This is an optimization exercise on Yosys and OpenROAD, whose aim is small area and a short achievable clock period, not a production implementation. Function was checked by simulation only, so behaviour that the tests miss may differ from the original. No activity file was given, so power comes from the tool's default toggle rates.

==> flow/design.v, too long to show whole: its modules and the start of the top module <==
// module TwistPE: 26 lines
// module TwTree0: 132 lines
// module TwTree2: 171 lines
// module TwTreeL: 171 lines
// module TwDet: 193 lines
// module TwSel: 12 lines
// module TwFin: 237 lines
// module TwistMesh: 131 lines
// module twist_mesh_top: 31 lines
module twist_mesh_top #(
     parameter N_p = 4
)(
     input  logic                clk_i
    ,input  logic                reset_i
    ,input  logic [N_p*8-1:0]    in_weight_i
    ,input  logic [N_p-1:0]      in_lock_i
    ,input  logic [N_p*8-1:0]    in_ifmap_i
    ,input  logic [N_p*32-1:0]   in_psum_i
    ,input  logic                in_propagate_i
    ,input  logic                in_valid_i
    ,input  logic                in_last_i
    ,output logic [N_p*32-1:0]   out_psum_o
    ,output logic                out_valid_o
    ,output logic                out_last_o
);
  // ...
==> flow/run.sh <==
#!/bin/bash
# synth_recipe.tcl (not shown) runs the flow's synth.tcl, then flattens the netlist and writes it again
# the make line also repeats each setting of config.mk as NAME=value (left out here)
make -C /OpenROAD-flow-scripts/flow DESIGN_CONFIG=/design/flow/config.mk WORK_HOME=/design/flow/orfs CLKGATE_MAP_FILE= SYNTH_SCRIPT=/design/flow/synth_recipe.tcl finish
==> flow/config.mk <==
export PLATFORM = sky130hd
export DESIGN_NAME = twist_mesh_top
export DESIGN_NICKNAME = twist_mesh_top
export VERILOG_FILES = /design/flow/design.v
export SDC_FILE = /design/flow/constraint.sdc
export NUM_CORES = 4
export LEC_CHECK = 0
export CAP_MARGIN = 20
export CORE_MARGIN = 2
export CORE_UTILIZATION = 60
export SETUP_SLACK_MARGIN = 5
export SLEW_MARGIN = 20
export TNS_END_PERCENT = 0
==> flow/constraint.sdc <==
create_clock -name core_clock -period 11.0 [get_ports {clk_i}]
set_input_delay 2.2000 -clock core_clock [delete_from_list [all_inputs] [get_ports {clk_i}]]
set_output_delay 2.2000 -clock core_clock [all_outputs]
set_load 0.01 [all_outputs]
==> summary.txt, run 1 <==
- Outcome: no timing/DRC/antenna violations
- Port bufs: 330
- Critical path type: reg -> out
- CTS root buf: clkbuf_16
- CP Launch Type: flop
- Synthesis warning total: 2
- Fin nets: 9138
- Synth Area in Compound Gates: 0.114
- Mux contribution to synthesized area: 0.0218
- Clock Skews: 0.0295 ns
- Layout cells sized above 1: 0.0653
- ANT nets after route: 0
- Invs w/o clock: 887
- Seq Cell Count: 1009
- R2R Setup Slk: 4.85 ns
- Met2 usage: 0.482
- Area growth, synth to finish: 13.5%
- DP Area: 0.0754 mm2
- Layout clock area frac: 0.0479
- Largest register by flop count: u_mesh.g_psum.o1_r
- CP max-delay cell: fa_2
- Critical path peak fanout: 6
- Post-synthesis simple-gate area fraction: 0.165
- Min-Delay Endpoint: u_mesh.g_psum[2].h3_r[3]
- Final TNS setup: 0 ns
- Met2 WL: 82700 um
- Signal buf overhead: 0.0478
- Combinational logic power: 14.4 mW
==> module TwistMesh, before the edit <==
module TwistMesh #(
     parameter N_p = 4
)(
     input  logic                    clk_i
    ,input  logic                    reset_i
    ,input  logic [N_p-1:0][7:0]     in_weight_i
    ,input  logic [N_p-1:0]          in_lock_i
    ,input  logic [N_p-1:0][7:0]     in_ifmap_i
    ,input  logic [N_p-1:0][31:0]    in_psum_i
    ,input  logic                    in_propagate_i
    ,input  logic                    in_valid_i
    ,input  logic                    in_last_i
    ,output logic [N_p-1:0][31:0]    out_psum_o
    ,output logic                    out_valid_o
    ,output logic                    out_last_o
);
    logic [N_p-1:1] valid_r, last_r;
    always_ff @(posedge clk_i) begin
        if (reset_i) begin
            valid_r <= '0;
            last_r  <= '0;
        end else begin
            valid_r <= {valid_r[N_p-2:1], in_valid_i};
            last_r  <= {last_r[N_p-2:1],  in_last_i};
        end
    end
    logic [N_p-1:0] col_valid;
    assign col_valid = {valid_r, in_valid_i};
    logic [N_p-1:0] lock_hist_r;
    always_ff @(posedge clk_i) begin
        if (reset_i)         lock_hist_r <= '0;
        else if (in_valid_i) lock_hist_r <= in_lock_i;
    end
    logic [N_p-1:1][N_p-1:0] rise_r;     
    logic [N_p-1:0][N_p-1:0] rise;
    assign rise = {rise_r, in_lock_i & ~lock_hist_r};
    always_ff @(posedge clk_i) rise_r <= rise[N_p-2:0];
    logic [N_p-1:1] prop_r;
    logic [N_p-1:0] prop;
    assign prop = {prop_r, in_propagate_i};
    always_ff @(posedge clk_i) prop_r <= prop[N_p-2:0];
    logic [N_p-1:0][N_p-1:1][7:0] weight_r;    
    logic [N_p-1:0][N_p-1:0][7:0] weight;
    logic [N_p-1:0][2:1][7:0]     ifmap_r;     
    for (genvar r = 0; r < N_p; r++) begin : g_pipe
        assign weight[r] = {weight_r[r], in_weight_i[r]};
        always_ff @(posedge clk_i) begin
            weight_r[r]   <= weight[r][N_p-2:0];
            ifmap_r[r][1] <= in_ifmap_i[(r+1)%N_p];
            ifmap_r[r][2] <= ifmap_r[(r+1)%N_p][1];
        end
    end
    logic [N_p-1:0][7:0] buf1_r, buf2_r, w0;
    for (genvar r = 0; r < N_p; r++) begin : g_col0
        always_ff @(posedge clk_i) begin
            if (reset_i) begin
                buf1_r[r] <= '0;
                buf2_r[r] <= '0;
            end else if (in_valid_i & rise[0][r]) begin
                if (in_propagate_i) buf1_r[r] <= in_weight_i[r];
                else                buf2_r[r] <= in_weight_i[r];
            end
        end
        assign w0[r] = in_propagate_i ? buf2_r[r] : buf1_r[r];
    end
    logic [N_p-1:0][N_p-1:1][7:0] w_act, w_nxt;
    for (genvar r = 0; r < N_p; r++) begin : g_row
        for (genvar c = 1; c < N_p; c++) begin : g_col
            TwistPE u_pe (
                 .clk_i          (clk_i)
                ,.reset_i        (reset_i)
                ,.in_weight_i    (weight[r][c])
                ,.in_load_i      (col_valid[c] & rise[c][(r+c)%N_p])
                ,.in_prop_i      (prop[c])
                ,.in_prop_next_i (prop[c-1])
                ,.weight_o       (w_act[r][c])
                ,.weight_next_o  (w_nxt[r][c])
            );
        end
    end
    for (genvar r = 0; r < N_p; r++) begin : g_psum
        logic [17:0] x0, y0, x0_r, y0_r;
        logic [15:0] h0_r;
        logic [3:0]  f0_r;       
        logic        pos0, neg0, pos0_r, neg0_r;
        TwTree0 u_t0 (.a_i(in_ifmap_i[r]), .w_i(w0[r]), .s_i(in_psum_i[r][15:0]), .x_o(x0), .y_o(y0));
        TwDet   u_d0 (.x_i(x0), .y_i(y0), .hp_i(in_psum_i[r][31:16] == 16'h7fff),
                      .hn_i(in_psum_i[r][31:16] == 16'h8000), .pos_o(pos0), .neg_o(neg0));
        always_ff @(posedge clk_i) begin
            x0_r   <= x0;
            y0_r   <= y0;
            pos0_r <= pos0;
            neg0_r <= neg0;
            h0_r   <= in_psum_i[r][31:16];
            f0_r   <= {in_psum_i[r][31:16] == 16'h8001, in_psum_i[r][31:16] == 16'h8000,
                       in_psum_i[r][31:16] == 16'h7fff, in_psum_i[r][31:16] == 16'h7ffe};
        end
        logic [17:0] xs0, ys0, x1, y1;
        logic [31:0] o1, o1_r;
        logic        p1, n1, p1_r, n1_r;
        TwSel   u_s0 (.x_i(x0_r), .y_i(y0_r), .pos_i(pos0_r), .neg_i(neg0_r), .x_o(xs0), .y_o(ys0));
        TwTree2 u_t1 (.a_i(ifmap_r[r][1]), .w_i(w_act[r][1]), .xi_i(xs0), .yi_i(ys0), .x_o(x1), .y_o(y1));
        TwFin   u_f1 (.x_i(x1), .y_i(y1), .hi_i(h0_r),
                      .f7ffe_i(f0_r[0]), .f7fff_i(f0_r[1]), .f8000_i(f0_r[2]), .f8001_i(f0_r[3]),
                      .o_o(o1), .o7fff_o(p1), .o8000_o(n1));
        always_ff @(posedge clk_i) begin
            o1_r <= o1;
            p1_r <= p1;
            n1_r <= n1;
        end
        logic [17:0] x2, y2, xs2, ys2, x3, y3, x3_r, y3_r;
        logic [15:0] h3_r;
        logic        pos2, neg2, p3_r, n3_r;
        TwTree0 u_t2 (.a_i(ifmap_r[r][2]), .w_i(w_act[r][2]), .s_i(o1_r[15:0]), .x_o(x2), .y_o(y2));
        TwDet   u_d2 (.x_i(x2), .y_i(y2), .hp_i(p1_r), .hn_i(n1_r), .pos_o(pos2), .neg_o(neg2));
        TwSel   u_s2 (.x_i(x2), .y_i(y2), .pos_i(pos2), .neg_i(neg2), .x_o(xs2), .y_o(ys2));
        TwTreeL u_t3 (.a_i(ifmap_r[(r+1)%N_p][2]), .w_i(w_nxt[r][3]), .xi_i(xs2), .yi_i(ys2), .x_o(x3), .y_o(y3));
        always_ff @(posedge clk_i) begin
            x3_r <= x3;
            y3_r <= y3;
            h3_r <= o1_r[31:16];
            p3_r <= p1_r;
            n3_r <= n1_r;
        end
        TwFin   u_f3 (.x_i(x3_r), .y_i(y3_r), .hi_i(h3_r),
                      .f7ffe_i(1'b0), .f7fff_i(p3_r), .f8000_i(n3_r), .f8001_i(1'b0),
                      .o_o(out_psum_o[r]), .o7fff_o(), .o8000_o());
    end
    assign out_valid_o = valid_r[N_p-1];
    assign out_last_o  = last_r[N_p-1];
endmodule
==> run 2, diff against run 1 <==
--- a/flow/design.v
+++ b/flow/design.v
@@ -940,6 +940,205 @@
     assign o7fff_o = (f7fff_i & ~dec) | (f7ffe_i & inc);
     assign o8000_o = (f8000_i & ~inc) | (f8001_i & dec);
 endmodule
+module TwFinGP (
+     input  logic [17:0] x_i
+    ,input  logic [17:0] y_i
+    ,input  logic [15:0] hi_i
+    ,input  logic        f7ffe_i   
+    ,input  logic        f7fff_i   
+    ,input  logic        f8000_i   
+    ,input  logic        f8001_i   
+    ,output logic [31:0] o_o
+    ,output logic        o7fff_o   
+    ,output logic        o8000_o   
+);
+    wire n0, n1, n2, n3, n4, n5, n6, n7, n8, n9, n10, n11, n12, n13, n14, n15;
+    wire n16, n17, n18, n19, n20, n21, n22, n23, n24, n25, n26, n27, n28, n29, n30, n31;
+    wire n32, n33, n34, n35, n36, n37, n38, n39, n40, n41, n42, n43, n44, n45, n46, n47;
+    wire n48, n49, n50, n51, n52, n53, n54, n55, n56, n57, n58, n59, n60, n61, n62, n63;
+    wire n64, n65, n66, n67, n68, n69, n70, n71, n72, n73, n74, n75, n76, n77, n78, n79;
+    wire n80, n81, n82, n83, n84, n85, n86, n87, n88, n89, n90, n91, n92, n93, n94, n95;
+    wire n96, n97, n98, n99, n100, n101, n102, n103, n104, n105, n106, n107, n108, n109, n110, n111;
+    wire n112, n113, n114, n115, n116, n117, n118, n119, n120, n121, n122, n123, n124, n125, n126, n127;
+    wire n128, n129, n130, n131, n132, n133, n134;
+    assign n0 = x_i[1] | (y_i[1] & x_i[0]);
+    assign n1 = y_i[1] & y_i[0];
+    assign n2 = x_i[2] | (y_i[2] & x_i[1]);
+    assign n3 = y_i[2] & y_i[1];
+    assign n4 = x_i[3] | (y_i[3] & x_i[2]);
+    assign n5 = y_i[3] & y_i[2];
+    assign n6 = x_i[4] | (y_i[4] & x_i[3]);
+    assign n7 = y_i[4] & y_i[3];
+    assign n8 = x_i[5] | (y_i[5] & x_i[4]);
+    assign n9 = y_i[5] & y_i[4];
+    assign n10 = x_i[6] | (y_i[6] & x_i[5]);
+    assign n11 = y_i[6] & y_i[5];
+    assign n12 = x_i[7] | (y_i[7] & x_i[6]);
+    assign n13 = y_i[7] & y_i[6];
+    assign n14 = x_i[8] | (y_i[8] & x_i[7]);
+    assign n15 = y_i[8] & y_i[7];
+    assign n16 = x_i[9] | (y_i[9] & x_i[8]);
+    assign n17 = y_i[9] & y_i[8];
+    assign n18 = x_i[10] | (y_i[10] & x_i[9]);
+    assign n19 = y_i[10] & y_i[9];
+    assign n20 = x_i[11] | (y_i[11] & x_i[10]);
+    assign n21 = y_i[11] & y_i[10];
+    assign n22 = x_i[12] | (y_i[12] & x_i[11]);
+    assign n23 = y_i[12] & y_i[11];
+    assign n24 = x_i[13] | (y_i[13] & x_i[12]);
+    assign n25 = y_i[13] & y_i[12];
+    assign n26 = x_i[14] | (y_i[14] & x_i[13]);
+    assign n27 = y_i[14] & y_i[13];
+    assign n28 = x_i[15] | (y_i[15] & x_i[14]);
+    assign n29 = y_i[15] & y_i[14];
+    assign n30 = x_i[16] | (y_i[16] & x_i[15]);
+    assign n31 = y_i[16] & y_i[15];
+    assign n32 = x_i[17] | (y_i[17] & x_i[16]);
+    assign n33 = y_i[17] & y_i[16];
+    assign n34 = n2 | (n3 & x_i[0]);
+    assign n35 = n3 & y_i[0];
+    assign n36 = n4 | (n5 & n0);
+    assign n37 = n5 & n1;
+    assign n38 = n6 | (n7 & n2);
+    assign n39 = n7 & n3;
+    assign n40 = n8 | (n9 & n4);
+    assign n41 = n9 & n5;
+    assign n42 = n10 | (n11 & n6);
+    assign n43 = n11 & n7;
+    assign n44 = n12 | (n13 & n8);
+    assign n45 = n13 & n9;
+    assign n46 = n14 | (n15 & n10);
+    assign n47 = n15 & n11;
+    assign n48 = n16 | (n17 & n12);
+    assign n49 = n17 & n13;
+    assign n50 = n18 | (n19 & n14);
+    assign n51 = n19 & n15;
+    assign n52 = n20 | (n21 & n16);
+    assign n53 = n21 & n17;
+    assign n54 = n22 | (n23 & n18);
+    assign n55 = n23 & n19;
+    assign n56 = n24 | (n25 & n20);
+    assign n57 = n25 & n21;
+    assign n58 = n26 | (n27 & n22);
+    assign n59 = n27 & n23;
+    assign n60 = n28 | (n29 & n24);
+    assign n61 = n29 & n25;
+    assign n62 = n30 | (n31 & n26);
+    assign n63 = n31 & n27;
+    assign n64 = n32 | (n33 & n28);
+    assign n65 = n33 & n29;
+    assign n66 = n38 | (n39 & x_i[0]);
+    assign n67 = n39 & y_i[0];
+    assign n68 = n40 | (n41 & n0);
+    assign n69 = n41 & n1;
+    assign n70 = n42 | (n43 & n34);
+    assign n71 = n43 & n35;
+    assign n72 = n44 | (n45 & n36);
+    assign n73 = n45 & n37;
+    assign n74 = n46 | (n47 & n38);
+    assign n75 = n47 & n39;
+    assign n76 = n48 | (n49 & n40);
+    assign n77 = n49 & n41;
+    assign n78 = n50 | (n51 & n42);
+    assign n79 = n51 & n43;
+    assign n80 = n52 | (n53 & n44);
+    assign n81 = n53 & n45;
+    assign n82 = n54 | (n55 & n46);
+    assign n83 = n55 & n47;
+    assign n84 = n56 | (n57 & n48);
+    assign n85 = n57 & n49;
+    assign n86 = n58 | (n59 & n50);
+    assign n87 = n59 & n51;
+    assign n88 = n60 | (n61 & n52);
+    assign n89 = n61 & n53;
+    assign n90 = n62 | (n63 & n54);
+    assign n91 = n63 & n55;
+    assign n92 = n64 | (n65 & n56);
+    assign n93 = n65 & n57;
+    assign n94 = n74 | (n75 & x_i[0]);
+    assign n95 = n75 & y_i[0];
+    assign n96 = n76 | (n77 & n0);
+    assign n97 = n77 & n1;
+    assign n98 = n78 | (n79 & n34);
+    assign n99 = n79 & n35;
+    assign n100 = n80 | (n81 & n36);
+    assign n101 = n81 & n37;
+    assign n102 = n82 | (n83 & n66);
+    assign n103 = n83 & n67;
+    assign n104 = n84 | (n85 & n68);
+    assign n105 = n85 & n69;
+    assign n106 = n86 | (n87 & n70);
+    assign n107 = n87 & n71;
+    assign n108 = n88 | (n89 & n72);
+    assign n109 = n89 & n73;
+    assign n110 = n90 | (n91 & n74);
+    assign n111 = n91 & n75;
+    assign n112 = n92 | (n93 & n76);
+    assign n113 = n93 & n77;
+    assign n114 = n110 | (n111 & x_i[0]);
+    assign n115 = n111 & y_i[0];
+    assign n116 = n112 | (n113 & n0);
+    assign n117 = n113 & n1;
+    assign n118 = y_i[1] ^ x_i[0];
+    assign n119 = y_i[2] ^ n0;
+    assign n120 = y_i[3] ^ n34;
+    assign n121 = y_i[4] ^ n36;
+    assign n122 = y_i[5] ^ n66;
+    assign n123 = y_i[6] ^ n68;
+    assign n124 = y_i[7] ^ n70;
+    assign n125 = y_i[8] ^ n72;
+    assign n126 = y_i[9] ^ n94;
+    assign n127 = y_i[10] ^ n96;
+    assign n128 = y_i[11] ^ n98;
+    assign n129 = y_i[12] ^ n100;
+    assign n130 = y_i[13] ^ n102;
+    assign n131 = y_i[14] ^ n104;
+    assign n132 = y_i[15] ^ n106;
+    assign n133 = y_i[16] ^ n108;
+    assign n134 = y_i[17] ^ n114;
+    wire [17:0] t = {n134, n133, n132, n131, n130, n129, n128, n127, n126, n125, n124, n123, n122, n121, n120, n119, n118, y_i[0]};
+    wire inc = t[17] & t[16];
+    wire dec = ~t[17];
+    wire [15:0] ones, zeros;
+    assign ones[0] = 1'b1;
+    assign zeros[0] = 1'b1;
+    assign ones[1] = ones[0] & hi_i[0];
+    assign zeros[1] = zeros[0] & ~hi_i[0];
+    assign ones[2] = ones[1] & hi_i[1];
+    assign zeros[2] = zeros[1] & ~hi_i[1];
+    assign ones[3] = ones[2] & hi_i[2];
+    assign zeros[3] = zeros[2] & ~hi_i[2];
+    assign ones[4] = ones[3] & hi_i[3];
+    assign zeros[4] = zeros[3] & ~hi_i[3];
+    assign ones[5] = ones[4] & hi_i[4];
+    assign zeros[5] = zeros[4] & ~hi_i[4];
+    assign ones[6] = ones[5] & hi_i[5];
+    assign zeros[6] = zeros[5] & ~hi_i[5];
+    assign ones[7] = ones[6] & hi_i[6];
+    assign zeros[7] = zeros[6] & ~hi_i[6];
+    assign ones[8] = ones[7] & hi_i[7];
+    assign zeros[8] = zeros[7] & ~hi_i[7];
+    assign ones[9] = ones[8] & hi_i[8];
+    assign zeros[9] = zeros[8] & ~hi_i[8];
+    assign ones[10] = ones[9] & hi_i[9];
+    assign zeros[10] = zeros[9] & ~hi_i[9];
+    assign ones[11] = ones[10] & hi_i[10];
+    assign zeros[11] = zeros[10] & ~hi_i[10];
+    assign ones[12] = ones[11] & hi_i[11];
+    assign zeros[12] = zeros[11] & ~hi_i[11];
+    assign ones[13] = ones[12] & hi_i[12];
+    assign zeros[13] = zeros[12] & ~hi_i[12];
+    assign ones[14] = ones[13] & hi_i[13];
+    assign zeros[14] = zeros[13] & ~hi_i[13];
+    assign ones[15] = ones[14] & hi_i[14];
+    assign zeros[15] = zeros[14] & ~hi_i[14];
+    wire [15:0] hi = hi_i ^ (({16{inc}} & ones) | ({16{dec}} & zeros));
+    wire pos_ovf = inc & f7fff_i;
+    wire neg_ovf = dec & f8000_i;
+    assign o_o = pos_ovf ? 32'h7fff_ffff : neg_ovf ? 32'h8000_0000 : {hi, t[15:0]};
+    assign o7fff_o = (f7fff_i & ~dec) | (f7ffe_i & inc);
+    assign o8000_o = (f8000_i & ~inc) | (f8001_i & dec);
+endmodule
 module TwistMesh #(
      parameter N_p = 4
 )(
@@ -1058,13 +1257,13 @@
         TwSel   u_s2 (.x_i(x2), .y_i(y2), .pos_i(pos2), .neg_i(neg2), .x_o(xs2), .y_o(ys2));
         TwTreeL u_t3 (.a_i(ifmap_r[(r+1)%N_p][2]), .w_i(w_nxt[r][3]), .xi_i(xs2), .yi_i(ys2), .x_o(x3), .y_o(y3));
         always_ff @(posedge clk_i) begin
-            x3_r <= x3;
-            y3_r <= y3;
+            x3_r <= x3 & y3;
+            y3_r <= x3 ^ y3;
             h3_r <= o1_r[31:16];
             p3_r <= p1_r;
             n3_r <= n1_r;
         end
-        TwFin   u_f3 (.x_i(x3_r), .y_i(y3_r), .hi_i(h3_r),
+        TwFinGP u_f3 (.x_i(x3_r), .y_i(y3_r), .hi_i(h3_r),
                       .f7ffe_i(1'b0), .f7fff_i(p3_r), .f8000_i(n3_r), .f8001_i(1'b0),
                       .o_o(out_psum_o[r]), .o7fff_o(), .o8000_o());
     end
--- a/flow/config.mk
+++ b/flow/config.mk
@@ -10,4 +10,3 @@
 export CORE_UTILIZATION = 60
 export SETUP_SLACK_MARGIN = 5
 export SLEW_MARGIN = 20
-export TNS_END_PERCENT = 0
==> summary.txt, run 2 <==
- Post-synthesis cell count: 7642
- Part of the power in registers: 0.221
- Port bufs: 330 (unchanged)
- Total track usage: 0.309
- Commonest cells after routing, fill and taps aside: 970 x inv_1, 928 x dfxtp_1, 867 x fa_1
- Min Tclk post-route: 6.10 ns
- Worst VDD drop: 0.223 mV
- Comb pwr share: 0.616
- Worst setup EP type: flop
- Synthesized Nets: 9155
- Number of max-cap violations: 0
- DRT Pass-1 Iters: 5
- CTS HTree Levels: 3
- Hpwl dp: 146000 um
- Final Hold Vio Count: 0
- Pins over their slew limit: 0
- Post-Synthesis Cell Area: 0.0721 mm2
- Hold_buf cts: 0
- Clk Latency, worst-skew pair: 0.73 ns
- Clock sink total: 1009
- Register area: 0.0204 mm2
- Sw Pwr: 10.3 mW
- ANT nets after route: 0 (unchanged)
- Largest register by flop count: u_mesh.g_psum.o1_r
- Initial antenna violation count: 16
- # IOs: 331
- First-pass GRT wire length: 300000 um
- Critical path cell sequence: buf_12, buf_16, buf_12, buf_4, mux2_4, and2_4, fa_1, inv_1, fa_2, fa_1, inv_1, fa_1, ha_1, nand4_1, or3_1, a31oi_1, o22ai_2, o21bai_4, a21oi_2, nor4_1
- Top cells by count, synth: 1009 x dfxtp_1, 984 x inv_1, 896 x fa_1
- Fin nets: 9532 (+4.3%)
- Worst Path Buf+Inv: 6
- CTS root buf: clkbuf_16
- Vias in the first global route: 55200
- FFs w/ async S/R, synth: 0
- Critical Path Max Stage Delay: 0.51 ns
- Final setup violation count: 0
- Num CTS Buffers: 108
- Critical Path RT: 11.59 ns
- Power per cell area: 282 mW/mm2
- Core box area: 0.119 mm2
- Pin count of the biggest net entering global routing: 100
- M1 GR Usage: 0.417
- Clock Skews: 0.0370 ns (+0.00750 ns)
- Cell Count, Final, Fillers Out: 9732
- Most common cell after layout, fill and taps aside: inv_1
- Synth Area per Inst: 9.43 um2
- Routing usage on met3: 0.0490
- CP Data Arrival Time: 6.70 ns
- Worst Hold Class: reg -> reg
- Yosys reg bits: 1009
- Worst slew pin tran: 1.07 ns
- Largest register FFs: 128
- R2R Setup Slk: 4.96 ns (+0.11 ns)
- # fillers: 9261
- RSZ-0062 raised after global routing: yes
- Most common cell in the netlist: dfxtp_1
- Max Clk Rate: 164 MHz
- Area growth, synth to finish: 16.8%
- Vias: 55300
- Clock power frac: 0.163
- Die Height: 351 um
- Critical path type: in -> reg
- RR Startpoint: u_mesh.g_row[0].g_col[2].u_pe.a_r[5]
- CP dominant cell by count: fa_1
- Reg2reg path depth: 22
- Final cycle utilization of the critical path: 0.555
- Sequential area share after synthesis: 0.280
- Final TNS setup: 0 ns (unchanged)
- Internal power: 13.4 mW
- CP max-delay cell: fa_1
- Min-Delay Path Depth: 0
- RR Endpoint: u_mesh.g_psum[0].y3_r[9]
- Clock slew at reported path FFs: 0.06 ns
- Placement Rows: 127
- Synth top area cells: dfxtp_1 28%, fa_1 25%, ha_1 7.2%
- Routed vias/inst: 5.68
- Area occupied by multi-input gates: 0.0488 mm2
- Leak: 38.7 nW
- Die area: 0.123 mm2
- CTS Buffer Depth: 3
- Outcome: no timing/DRC/antenna violations
- RD Place Congestion: 0.919
- # DRC: 0
- Critical path peak fanout: 11 (+5)
- EDFF count, synth: 0
- Layout cells sized above 1: 0.104 (+0.0390)
- Top Family by Delay on Critical Path: adder cells
- Worst Hold Launch: u_mesh.g_psum[0].o1_r[26]
- Synth unique cells: 106
- Top_reg_cell synth: dfxtp_1
- CTS tree: built
- Top cell type by total area after synthesis: dfxtp_1
- Initial Util: 0.603
- Drt wl/cell: 19.8 um
- Top cell type's share of synthesized area: 0.280
- Final WL: 192000 um
- Worst slew margin: 0.284
- Synthesis warning total: 2 (unchanged)
- Met2 usage: 0.509 (+0.0274)
- CP Launch Type: primary input
- Grt total ovfl: 0
- Global-route layer with the greatest usage: met2
- Die Wd: 351 um
- Drt initial violations: 3851
- Min-Delay Endpoint: u_mesh.g_psum[0].h3_r[10]
- Switching fraction of total power: 0.433
- Placed cell count: 9327
run 2: cell count changes after synthesis, sizes merged, moves of 15 or more:
cell    change
clkbuf     -34
o31ai      +29
inv        +97
a21o       -32
xor2       -43
nand2b     +15
o21a       -27
and3       -17
nor3       +25
a21oi      +16
a31oi      -17
nor2       +62
and2       +47
buf        +23
run 2: per-layer routing:
layer | wire length, um | part of all wire
met1 | 82900 | 0.43
met2 | 91000 | 0.47
met3 | 11900 | 0.062
met4 | 6440 | 0.033
met5 | 82 | 0.00043
run 2: how the worst max path moves through the flow:
stage | startpoint | slack (ns) | to | cells after the start
2_1_floorplan | in_propagate_i | 4.69 | u_mesh.g_psum[1].neg0_r | 20
3_3_place_gp | in_propagate_i | 3.57 | u_mesh.g_psum[3].pos0_r | 17
3_5_place_dp | in_propagate_i | 3.44 | u_mesh.g_psum[3].pos0_r | 17
4_1_cts | u_mesh.g_row[0].g_col[2].u_pe.a_r[5] | 4.91 | u_mesh.g_psum[0].y3_r[3] | 22
5_1_grt | u_mesh.g_row[0].g_col[2].u_pe.a_r[5] | 4.77 | u_mesh.g_psum[0].y3_r[5] | 21
6_report | in_propagate_i | 4.90 | u_mesh.g_psum[2].neg0_r | 20
run 2: area by class of cell:
class,instances,area share
multi-input cells,5368,0.580
clock inverters,70,0.00961
flip-flops and latches,1009,0.242
well taps,1612,0.0240
clock buffers,134,0.0359
repair buffers,548,0.0643
diodes,7,0.000208
inverters,984,0.0440
run 2: timing repair:
action / CTS / global route
setup buffers: 61 / 120
endpoints found under the setup margin: 389 / 355
resized for setup: 268 / 324
gates cloned: 6 / 7
endpoints found under the hold margin: 0 / 0
pin swaps: 55 / 94
run 2: cells by family (layout without fill, tap and decap cells):
kind of cell | Yosys count | count (layout) | share of synthesized area
other | 0 | 7 | 0
buffers and inverters | 1271 | 1736 | 0.0672
adder cells (fa/ha/maj) | 1312 | 1312 | 0.321
AO/OA/AOI/OAI | 1294 | 1294 | 0.118
XOR/XNOR | 156 | 156 | 0.0190
AND/OR/NAND/NOR | 2453 | 2459 | 0.174
multiplexers | 147 | 147 | 0.0208
flip-flops | 1009 | 1009 | 0.280
run 2: worst register-to-register path, cell delays in order, from the launching register on:
cell	delay [ns]
dfxtp_4	0.37
and2_4	0.16
fa_1	0.52
inv_1	0.05
fa_2	0.33
inv_2	0.07
fa_1	0.45
fa_2	0.58
ha_4	0.21
a21o_1	0.14
a21o_1	0.17
a21o_1	0.17
a21o_1	0.17
a221o_1	0.34
and4b_1	0.25
o311ai_4	0.28
buf_6	0.16
buf_12	0.13
o21ai_2	0.07
fa_1	0.50
inv_2	0.04
fa_2	0.54
ha_1	0.22
run 2: power by group through the flow:
stage | registers (mW) | logic (mW) | clock network (mW)
floorplan | 4.96 | 9.42 | 0
global placement | 5.28 | 13.0 | 0
detailed placement | 5.29 | 13.3 | 0
CTS | 5.22 | 13.9 | 3.93
global route | 5.31 | 16.5 | 4.06
finish | 5.24 | 14.6 | 3.87
run 2: per-stage QoR:
step                      setup slack (ns)  cell area [um2]  hold WS, ns  power, mW  utilization
after floorplan                       4.69            72300        0.310       14.4            -
after global placement                3.57            76700        0.311       18.3        0.642
after detailed placement              3.44            76700        0.312       18.6        0.642
after CTS                             4.91            82000        0.322       23.1        0.686
after global routing                  4.77            84200        0.322       25.9        0.705
final                                 4.90            84200        0.322       23.7        0.705
==> run 3, diff against run 2 <==
==> flow/flow/run.sh (new file) <==
#!/bin/bash
cp standard.sh standard_sh.log
export SETUP_SLACK_MARGIN=5.5
bash standard.sh > standard_run.log 2>&1
==> flow/standard.sh (new file) <==
#!/bin/bash
# synth_recipe.tcl (not shown) runs the flow's synth.tcl, then flattens the netlist and writes it again
# the make line also repeats each setting of config.mk as NAME=value (left out here)
make -C /OpenROAD-flow-scripts/flow DESIGN_CONFIG=/design/flow/config.mk WORK_HOME=/design/flow/orfs CLKGATE_MAP_FILE= SYNTH_SCRIPT=/design/flow/synth_recipe.tcl "${@:-finish}"
--- a/flow/config.mk
+++ b/flow/config.mk
@@ -8,5 +8,4 @@
 export CAP_MARGIN = 20
 export CORE_MARGIN = 2
 export CORE_UTILIZATION = 60
-export SETUP_SLACK_MARGIN = 5
 export SLEW_MARGIN = 20
removed: flow/run.sh
==> summary.txt, run 3 <==
- Fin nets: 9808 (+2.9%)
- CTS tree: built
- Synth Area per Inst: 9.43 um2 (unchanged)
- Worst Setup SP: u_mesh.ifmap_r[10]
- Worst Hold Class: reg -> reg
- Critical path type: reg -> reg
- RR Startpoint: u_mesh.ifmap_r[10]
- Worst Hold Launch: u_mesh.g_psum[0].o1_r[19]
- Top_reg_cell synth: dfxtp_1
- Number of max-cap violations: 0 (unchanged)
- Largest register by flop count: u_mesh.g_psum.o1_r
- Clock slew at reported path FFs: 0.07 ns (about the same)
- EDFF count, synth: 0 (unchanged)
- Port bufs: 330 (unchanged)
- Placement Rows: 127 (unchanged)
- Synth unique cells: 106 (unchanged)
- Synthesis warning total: 2 (unchanged)
- Clock sink total: 1009 (unchanged)
- Max Clk Rate: 167 MHz (+2.0%)
- Routed vias/inst: 5.72 (+0.65%)
- Drt initial violations: 4178 (+8.5%)
- Core box area: 0.119 mm2 (unchanged)
- Post-Synthesis Cell Area: 0.0721 mm2 (unchanged)
- Layout cells sized above 1: 0.205 (+0.101)
- CP Data Arrival Time: 6.58 ns (-0.12 ns)
- Commonest cells after routing, fill and taps aside: 926 x inv_1, 857 x dfxtp_1, 810 x fa_1
- Pins over their slew limit: 0 (unchanged)
- CTS root buf: clkbuf_16
- ANT nets after route: 0 (unchanged)
- Min Tclk post-route: 5.99 ns (-0.119 ns)
- Largest register FFs: 128 (unchanged)
- RD Place Congestion: 0.920 (+0.20%)
- Final TNS setup: 0 ns (unchanged)
- Final cycle utilization of the critical path: 0.544 (-0.0108)
- Critical Path RT: 11.60 ns (about the same)
- Die area: 0.123 mm2 (unchanged)
- Worst VDD drop: 0.245 mV (+9.9%)
- Grt total ovfl: 0 (unchanged)
- Hold slack: 0.322 ns (+0.000274 ns)
- R2R Setup Slk: 5.01 ns (+0.05 ns)
- Initial antenna violation count: 13 (-3)
- Clock Skews: 0.0316 ns (-0.00543 ns)
- First-pass GRT wire length: 317000 um (+5.6%)
- Drt wl/cell: 20.7 um (+4.6%)
- Clk Latency, worst-skew pair: 0.72 ns (about the same)
- Most common cell after layout, fill and taps aside: inv_1
- # DRC: 0 (unchanged)
- Vias: 57200 (+3.4%)
- Top cells by count, synth: 1009 x dfxtp_1, 984 x inv_1, 896 x fa_1
- Initial Util: 0.603 (unchanged)
- Die Wd: 351 um (unchanged)
- Hpwl dp: 147000 um (+0.98%)
- Sequential area share after synthesis: 0.280 (unchanged)
- DP Area: 0.0768 mm2 (+0.17%)
- Final WL: 207000 um (+7.4%)
- Top cell type's share of synthesized area: 0.280 (unchanged)
- Area growth, synth to finish: 23.0%
- Synth top area cells: dfxtp_1 28%, fa_1 25%, ha_1 7.2%
- FFs w/ async S/R, synth: 0 (unchanged)
- Total track usage: 0.328 (+0.0186)
- Design area: 0.0887 mm2 (+5.3%)
- # IOs: 331 (unchanged)
- CTS Buffer Depth: 3 (unchanged)
- Final setup violation count: 0 (unchanged)
- Critical path endpoint: u_mesh.g_psum[0].y3_r[11]
- Hold_buf cts: 0 (unchanged)
- Yosys reg bits: 1009 (unchanged)
- Leak: 39.8 nW (+2.9%)
- Placed cell count: 9323 (-0.043%)
- DRT Pass-1 Iters: 6 (+1)
- Top cell type by total area after synthesis: dfxtp_1
- Num CTS Buffers: 105 (-2.8%)
- Vias in the first global route: 57900 (+4.8%)
- Die Height: 351 um (unchanged)
- Power per cell area: 294 mW/mm2 (+4.3%)
- Cell Count, Final, Fillers Out: 10000 (+2.8%)
- Outcome: no timing/DRC/antenna violations
- Reg2reg path depth: 22 (unchanged)
- RR Endpoint: u_mesh.g_psum[0].y3_r[11]
- Synthesized Nets: 9155 (unchanged)
- RSZ-0062 raised after global routing: yes
- Pin count of the biggest net entering global routing: 98 (-2.0%)
- Worst setup EP type: flop
- Final Hold Vio Count: 0 (unchanged)
- Worst slew pin tran: 1.08 ns (+0.0110 ns)
- CTS HTree Levels: 3 (unchanged)
- CP Launch Type: flop
- Most common cell in the netlist: dfxtp_1
- Post-synthesis cell count: 7642 (unchanged)
- Worst slew margin: 0.281 (-0.00255)
- Critical path peak fanout: 7 (-4)
==> run 3: layer usage <==
metal / share of wire / global-route usage / wire [um]
met5: 0.00028 / 0 / 57
met4: 0.036 / 0.121 / 7450
met3: 0.067 / 0.0545 / 13900
met2: 0.47 / 0.535 / 97400
met1: 0.42 / 0.441 / 87700
==> run 3: final cells by class <==
cell class,count,area [um2]
antenna,3,7.51
clock buffer,144,3020
clock inverter,53,568
fill,8678,30800
inverter,984,3710
multi-input combinational,5383,51500
sequential,1009,20600
tap,1612,2020
timing repair buffer,812,7280
==> run 3: through the flow <==
stage / worst slack (ns) / utilization / power, mW
after floorplan: 4.69 / - / 14.5
after global placement: 3.68 / 0.643 / 18.4
after detailed placement: 3.56 / 0.643 / 18.8
after CTS: 5.01 / 0.717 / 24.3
after global routing: 4.87 / 0.742 / 28.2
final: 5.01 / 0.742 / 26.0
==> run 3: worst min-delay path by stage <==
| stage | end | cells past startpoint |
|---|---|---|
| global placement | u_mesh.g_psum[1].h3_r[15] | 0 |
| global route | u_mesh.g_psum[2].h3_r[8] | 0 |
| CTS | u_mesh.g_psum[0].h3_r[0] | 0 |
| detailed placement | u_mesh.g_psum[0].h3_r[0] | 0 |
| finish | u_mesh.g_psum[0].h3_r[3] | 0 |
| floorplan | u_mesh.g_psum[0].h3_r[0] | 0 |
==> run 3: cells by family (layout without fill, tap and decap cells) <==
family | count (synthesis) | in the layout | share of synthesized area
AND/OR/NAND/NOR | 2453 | 2474 | 0.174
adder cells (fa/ha/maj) | 1312 | 1312 | 0.321
AO/OA/AOI/OAI | 1294 | 1294 | 0.118
buffers and inverters | 1271 | 1993 | 0.0672
flip-flops | 1009 | 1009 | 0.280
XOR/XNOR | 156 | 156 | 0.0190
multiplexers | 147 | 147 | 0.0208
other | 0 | 3 | 0
==> run 3: worst max-delay path, stage by stage (launching register included) <==
cell,delay (ns)
dfxtp_4,0.37
buf_6,0.13
nand2_1,0.08
fa_1,0.54
inv_1,0.07
fa_2,0.35
fa_2,0.55
fa_2,0.44
ha_1,0.19
a21o_1,0.18
a21o_1,0.15
a21o_1,0.15
a21o_1,0.15
a221o_1,0.33
and4b_1,0.24
o311ai_4,0.29
buf_6,0.17
buf_16,0.12
o21ai_4,0.05
fa_1,0.51
inv_2,0.05
fa_2,0.51
ha_1,0.24
==> run 3: power breakdown <==
group	leakage [nW]	total (mW)	switching [mW]	internal, mW
registers	8.47	5.27	0.684	4.59
logic	29.6	17.1	9.23	7.90
clock network	1.72	3.64	1.54	2.10
total	39.8	26.0	11.5	14.6
==> run 3: what timing repair did <==
| item | 4_1_cts | 5_1_grt |
|---|---|---|
| gates resized for setup | 1086 | 691 |
| cloned | 24 | 9 |
| setup endpoints to repair | 411 | 359 |
| pin swaps | 202 | 291 |
| setup buffers | 308 | 136 |
==> run 4, diff against run 3 <==
==> flow/flow/run.sh (replaced) <==
#!/bin/bash
cp standard.sh standard_sh.log
export SETUP_SLACK_MARGIN=6
bash standard.sh > standard_run.log 2>&1
==> summary.txt, run 4 <==
- Outcome: no timing/DRC/antenna violations
- Power, Total: 29.3 mW (+12%)
- Final TNS setup: 0 ns (unchanged)
- Critical path cell sequence: buf_4, and2_1, ha_1, inv_1, fa_1, inv_1, fa_1, fa_1, ha_1, and4_1, a221oi_2, o21ai_1, a221o_1, and4b_1, o311ai_4, buf_6, buf_12, o21ai_4, fa_2, inv_2, fa_2, ha_4
- Place WS: 3.64 ns (+0.0735 ns)
- Grt total ovfl: 0 (unchanged)
- CP dominant cell by count: fa_1
- Placed cell count: 9328 (+0.054%)
- Pins over their slew limit: 0 (unchanged)
- Die Height: 351 um (unchanged)
- Critical path peak fanout: 8 (+1)
- ANT nets after route: 0 (unchanged)
- RR Startpoint: u_mesh.ifmap_r[14]
- Port bufs: 330 (unchanged)
- Clock slew at reported path FFs: 0.06 ns (about the same)
- Clock Skews: 0.0266 ns (-0.00496 ns)
- Design area: 0.0943 mm2 (+6.3%)
- Top Family by Delay on Critical Path: adder cells
- Initial antenna violation count: 22 (+9)
- Cell Count, Final, Fillers Out: 10300 (+2.8%)
- Top cell type's share of synthesized area: 0.280 (unchanged)
- Area occupied by multi-input gates: 0.0539 mm2 (+4.8%)
- Worst Hold Launch: u_mesh.g_psum[3].o1_r[20]
- Global-route layer with the greatest usage: met2
- Synthesized Nets: 9155 (unchanged)
- # fillers: 7653 (-12%)
- DP Area: 0.0773 mm2 (+0.65%)
- CTS HTree Levels: 3 (unchanged)
- # DRC: 0 (unchanged)
- Register area: 0.0207 mm2 (+0.33%)
- Worst VDD drop: 0.322 mV (+32%)
- Final cycle utilization of the critical path: 0.544 (about the same)
- # IOs: 331 (unchanged)
- Finished Core Util: 0.789 (+0.0470)
- Initial Util: 0.603 (unchanged)
- Largest register FFs: 128 (unchanged)
- Top_reg_cell synth: dfxtp_1
- Setup ws final: 5.02 ns (+0.00406 ns)
- Drt wl/cell: 21.8 um (+5.4%)
- Routing usage on met3: 0.0570 (+0.00249)
- CTS tree: built
- Worst Setup SP: u_mesh.ifmap_r[14]
- Worst Path Buf+Inv: 6 (+1)
- Final setup violation count: 0 (unchanged)
- Top cells by count, synth: 1009 x dfxtp_1, 984 x inv_1, 896 x fa_1
- Synth Area per Inst: 9.43 um2 (unchanged)
- Synth unique cells: 106 (unchanged)
- Fin nets: 10100 (+2.8%)
- Worst slew pin tran: 0.957 ns (-0.121 ns)
- CP Launch Type: flop
- Final WL: 224000 um (+8.3%)
- Clock sink total: 1009 (unchanged)
- Hpwl dp: 142000 um (-3.7%)
- Drt initial violations: 4576 (+9.5%)
- Synth top area cells: dfxtp_1 28%, fa_1 25%, ha_1 7.2%
- Die area: 0.123 mm2 (unchanged)
- EDFF count, synth: 0 (unchanged)
- Commonest cells after routing, fill and taps aside: 919 x inv_1, 854 x dfxtp_1, 752 x fa_1
- First-pass GRT wire length: 326000 um (+2.9%)
- Total track usage: 0.338 (+0.0102)
- Area growth, synth to finish: 30.8%
- M1 GR Usage: 0.451 (+0.0104)
- Routed vias/inst: 5.86 (+2.5%)
- Final Hold Vio Count: 0 (unchanged)
- Sequential area share after synthesis: 0.280 (unchanged)
- Clk Latency, worst-skew pair: 0.74 ns (+0.02 ns)
- RD Place Congestion: 0.912 (-0.92%)
- Synthesis warning total: 2 (unchanged)
- Num CTS Buffers: 106 (+0.95%)
- CTS Buffer Depth: 3 (unchanged)
- Critical Path Max Stage Delay: 0.57 ns (+0.02 ns)
- Max Clk Rate: 167 MHz (about the same)
- Min Tclk post-route: 5.98 ns (-0.00406 ns)
- Vias: 60200 (+5.3%)
- Vias in the first global route: 59600 (+2.9%)
- Layout cells sized above 1: 0.272 (+0.0666)
- Met2 usage: 0.555 (+0.0202)
- Hold slack: 0.318 ns (-0.00372 ns)
- RSZ-0062 raised after global routing: yes
- Critical path type: reg -> reg
- Largest register by flop count: u_mesh.g_psum.o1_r
- FFs w/ async S/R, synth: 0 (unchanged)
- Worst setup EP type: flop
- Worst slew margin: 0.362 (+0.0808)
- Most common cell after layout, fill and taps aside: inv_1
- Die Wd: 351 um (unchanged)
- Top cell type by total area after synthesis: dfxtp_1
- Yosys reg bits: 1009 (unchanged)
- Leak: 41.8 nW (+5.2%)
- CP Data Arrival Time: 6.61 ns (+0.03 ns)
- DRT Pass-1 Iters: 8 (+2)
- Most common cell in the netlist: dfxtp_1
- CTS root buf: clkbuf_16
- Post-Synthesis Cell Area: 0.0721 mm2 (unchanged)
- Critical Path RT: 11.63 ns (+0.03 ns)
- Number of max-cap violations: 0 (unchanged)
- Power per cell area: 311 mW/mm2 (+5.8%)
- Worst Hold Class: reg -> reg
- Core box area: 0.119 mm2 (unchanged)
- CP max-delay cell: fa_2
- Hold_buf cts: 0 (unchanged)
- Post-synthesis cell count: 7642 (unchanged)
- Placement Rows: 127 (unchanged)
- Pin count of the biggest net entering global routing: 103 (+5.1%)
==> run 4: cell types whose count changed in the layout (fill, tap and decap cells not counted), moves of 36 or more <==
| cell | change |
|---|---|
| o21ai_0 | -124 |
| buf_6 | +153 |
| buf_2 | +39 |
| fa_2 | +58 |
| fa_1 | -58 |
| buf_4 | +89 |
| ha_1 | -43 |
| o21ai_2 | +66 |
| o21ai_1 | +50 |
| ha_4 | +50 |
| clkbuf_2 | -36 |
==> run 4: path summary, 6_finish.rpt <==
check                                                  to  slack (ns)  cells after the start
worst max-delay path            u_mesh.g_psum[0].y3_r[14]        5.02                     22
worst min-delay path             u_mesh.g_psum[3].h3_r[4]        0.32                      0
worst max register to register  u_mesh.g_psum[0].y3_r[14]        5.02                     22
worst min register to register   u_mesh.g_psum[3].h3_r[4]        0.32                      0
==> run 4: layer usage <==
metal | up-vias | part of all wire | wire [um]
met5 | - | 0.00034 | 77
met4 | 12 | 0.040 | 9040
li1 | 26900 | - | -
met3 | 613 | 0.074 | 16600
met1 | 30200 | 0.41 | 91100
met2 | 2483 | 0.48 | 107000
==> run 4: worst reg2reg max path, cell delays in order (launching register included) <==
cell,delay (ns)
dfxtp_4,0.39
buf_4,0.17
and2_1,0.14
ha_1,0.16
inv_1,0.06
fa_1,0.47
inv_1,0.06
fa_1,0.56
fa_1,0.47
ha_1,0.32
and4_1,0.23
a221oi_2,0.20
o21ai_1,0.13
a221o_1,0.34
and4b_1,0.24
o311ai_4,0.25
buf_6,0.15
buf_12,0.14
o21ai_4,0.07
fa_2,0.57
inv_2,0.04
fa_2,0.54
ha_4,0.19
==> run 4: cells by family (layout without fill, tap and decap cells) <==
| family | Yosys count | count (layout) | share of synthesized area |
|---|---|---|---|
| and+or+nand+nor | 2453 | 2485 | 0.174 |
| AOI/OAI and AO/OA | 1294 | 1295 | 0.118 |
| other | 0 | 5 | 0 |
| adders and majority gates | 1312 | 1312 | 0.321 |
| DFF | 1009 | 1009 | 0.280 |
| xor gates and xnor gates | 156 | 158 | 0.0190 |
| muxes | 147 | 147 | 0.0208 |
| buffers and inverters | 1271 | 2253 | 0.0672 |
==> run 4: final cells by class <==
cell class              count  area share
clock buffers             138      0.0322
clock inverters            58     0.00796
diodes                      5    0.000133
flip-flops and latches   1009       0.219
well taps                1612      0.0214
repair buffers           1073       0.108
inverters                 984      0.0394
multi-input cells        5397       0.572
==> run 4: report_power, final <==
| part | internal (mW) | total (mW) | switching [mW] |
|---|---|---|---|
| sequential | 4.58 | 5.26 | 0.683 |
| clock | 2.26 | 3.88 | 1.62 |
| combinational | 9.81 | 20.1 | 10.3 |
==> run 4: repair_timing <==
item,in CTS,in global routing
resized for setup,1653,858
pin swaps,392,461
setup endpoints to repair,423,407
endpoints found under the hold margin,0,0
gates cloned,45,12
buffers inserted,480,210

what the ideal ports hide:
No port has a modelled driver above. Below, the same layouts with a new extraction and two added sets of constraints.
Step 1, drivers: a clkbuf_16 drives clk_i and a buf_2 each remaining input, both assumed.
Step 2 moves the port delays by t, midway between the first and last clock arrival at a register: inputs arrive t later, outputs are due t later. That takes back most of the time a late clock gives input paths.
Three values: no drivers, after step 1, after step 2; two values: the first two.
run | shift t [ns] | setup WS [ns] | hold slack, ns | worst setup path after step 2
run 1 | 0.775 | 4.725 / 4.645 / 4.246 | 0.325 / 0.325 / 0.325 | input to register
run 2 | 0.794 | 4.896 / 4.928 / 4.134 | 0.322 / 0.322 / 0.322 | input to register
run 3 | 0.786 | 5.015 / 5.015 / 4.255 | 0.322 / 0.322 / 0.322 | input to register
run 4 | 0.806 | 5.019 / 4.845 / 4.038 | 0.318 / 0.318 / 0.318 | input to register
After both steps every run listed still meets setup and hold. The setup slack of run 4, which loses most, moves by -0.174 ns with the drivers and by -0.981 ns with both steps.
